This is an optimization exercise on Yosys and OpenROAD, whose aim is small area, not a production implementation.
RTL that was checked went through simulation tests only; none was proved equivalent to the original.
Power and IR drop assume default switching activity.

## job 9376
Design LTC1668_Driver, start of the top module:
module LTC1668_Driver(input Refin_Clk,
                      input SYS_START,
                      input [15:0] AD_AMP,
                      input [15:0] AD_BIAS,
                      output reg signed [15:0] Wave,
                      output deCurrent,
                      output deTemper,
                      output signed [15:0] vStep
                      );
clock: 10.0 ns
lec_check: 0
abc_area: 1
cap_margin: 20
core_margin: 2
core_utilization: 40
slew_margin: 20
run.sh (not shown) runs the stock make flow with config.mk's settings and CLKGATE_MAP_FILE= SYNTH_SCRIPT=/design/flow/synth_recipe.tcl, a recipe that flattens the netlist after the stock synthesis.
Job 9376 finished every stage and its layout cleared the timing, design-rule and antenna checks.
[inputs] job 9913 vs job 9376
- CORE_UTILIZATION now 60, was 40
- CTS_BUF_LIST now sky130_fd_sc_hd__clkbuf_4, previously not set
- CTS_CLUSTER_DIAMETER now 100, previously not set
- CTS_CLUSTER_SIZE now 30, previously not set
## What came out
Job 9376 reports its largest power group as clock while job 9913 reports registers.
Summary of job 9913 over job 9376: via count moved down; maximum clock frequency moved down; post-layout worst setup margin moved down; die area moved down.
| core utilization | higher: job 9913 |
| first-pass GRT wire length | lower: job 9913 |
On data required time at the worst endpoint, the lower figure sits with job 9376, not job 9913.
Area taken by flip-flops and latches of job 9913 is on par with job 9376.
Inputs modified between job 9913 and job 4244:
- a change of CTS_BUF_LIST from sky130_fd_sc_hd__clkbuf_4 to sky130_fd_sc_hd__clkbuf_8
- a change of CTS_CLUSTER_SIZE from 30 to 60
- a change of CTS_CLUSTER_DIAMETER from 100 to 200
Results
Any difference in sequential cell area between job 9913 and job 4244 is small enough to ignore. Taking job 9913 as the reference, in job 4244 antenna diode instance count saw little to no change, total wire length after detailed routing saw an increase, met1 global-route usage saw little to no change. Final-report max-slew violation count came out exactly the same in job 4244 and job 9913.
No functional check of the RTL was part of any run of this note.


## build 47
LTC1668_Driver, a different RTL version from the one above (not shown whole).
Size: roughly 120 flip-flops, ~68 I/O pins, roughly 0.0061 mm2 of cells after synthesis.
clock: 10.0 ns
lec_check: 0
abc_area: 1
cap_margin: 20
core_margin: 2
core_utilization: 60
cts_buf_list: sky130_fd_sc_hd__clkbuf_4
slew_margin: 20
Relative to build 47, the following input files were edited for build 39:
- CTS_BUF_LIST: sky130_fd_sc_hd__clkbuf_4 -> unset
==> flow/flow/run.sh (new file) <==
#!/bin/bash
set -euo pipefail
export BUFFER_PORTS_ARGS="-buffer_cell sky130_fd_sc_hd__buf_1"
export CTS_ARGS="-sink_clustering_enable -repair_clock_nets -dont_use_dummy_load -buf_list sky130_fd_sc_hd__clkbuf_8 -sink_clustering_size 30 -sink_clustering_max_diameter 150"
bash standard.sh finish > make.log 2>&1
==> flow/standard.sh (new file) <==
#!/bin/bash
# synth_recipe.tcl (not shown) runs the flow's synth.tcl, then flattens the netlist and writes it again
# the make line also repeats each setting of config.mk as NAME=value (left out here)
make -C /OpenROAD-flow-scripts/flow DESIGN_CONFIG=/design/flow/config.mk WORK_HOME=/design/flow/orfs CLKGATE_MAP_FILE= SYNTH_SCRIPT=/design/flow/synth_recipe.tcl "${@:-finish}"
removed: flow/run.sh
Notes after the runs:
- Length of routed met2 wiring: build 39 < build 47
- Global-route usage: higher on build 47
- Register share of the cell area in build 39 is 2.3 points higher than in build 47
- Per the final summary, build 39 finished and its layout is clean on timing, DRC and antenna.
- | clock-cell share of area | build 39 vs build 47 | ≈ equal |
- Power, build 39 vs build 47: down by a few percent
- Build 39 gives less count of clock-buffer cells in the layout than build 47 did.
- Sort build 47 and build 39 by non-clock buffer count, descending, and build 47 comes first.
- Total via count after detailed routing, build 39 vs build 47: down by a few percent
- The run showing the greater worst setup slack is build 47.
Inputs modified between build 39 and build 6:
==> flow/flow/run.sh <==
#!/bin/bash
set -euo pipefail
export BUFFER_PORTS_ARGS="-buffer_cell sky130_fd_sc_hd__buf_1"
export CTS_ARGS="-sink_clustering_enable -repair_clock_nets -dont_use_dummy_load -buf_list sky130_fd_sc_hd__clkbuf_4"
bash standard.sh finish > make.log 2>&1
[summary]
Build 6 against build 39: internal power summed over all cells saw a decrease; routed wire length dropped about 0.35%; non-clock buffer count went up by 1; combinational power stayed essentially flat; final critical delay including setup and external delays dropped 0.033 ns.

[separate check: timing with driven ports]
How much do the figures lean on ideal ports? The routed layouts below were timed once more, with nothing changed but the port constraints.
Step 1 assumes that a clkbuf_16 drives the clock port and a buf_2 every other input.
Step 2 also shifts input and output timing later by t, the mid clock arrival at the registers, as if the neighbouring blocks saw the same clock.
Three values: ideal ports, drivers, drivers and shift; two values: the first two.
run | shift t [ns] | setup WS [ns] | latest minus earliest clock arrival (ns) | worst register clock-pin slew, ns
job 9376 | 0.453 | 0.567 / 0.567 / 0.418 | 0.007 / 0.007 | 0.06 / 0.06
job 9913 | 0.556 | 0.514 / 0.514 / 0.412 | 0.016 / 0.015 | 0.11 / 0.11
job 4244 | 0.466 | 0.529 / 0.529 / 0.411 | 0.010 / 0.009 | 0.07 / 0.07
build 47 | 0.540 | 0.409 / 0.409 / 0.409 | 0.023 / 0.022 | 0.12 / 0.12
build 39 | 0.448 | 0.378 / 0.378 / 0.378 | 0.021 / 0.020 | 0.07 / 0.07
build 6 | 0.532 | 0.411 / 0.411 / 0.411 | 0.031 / 0.031 | 0.11 / 0.11
After both steps setup and hold are still met in every run listed. The setup slack of job 9376, which loses most, moves by 0.000 ns with the drivers and by -0.149 ns with both steps.
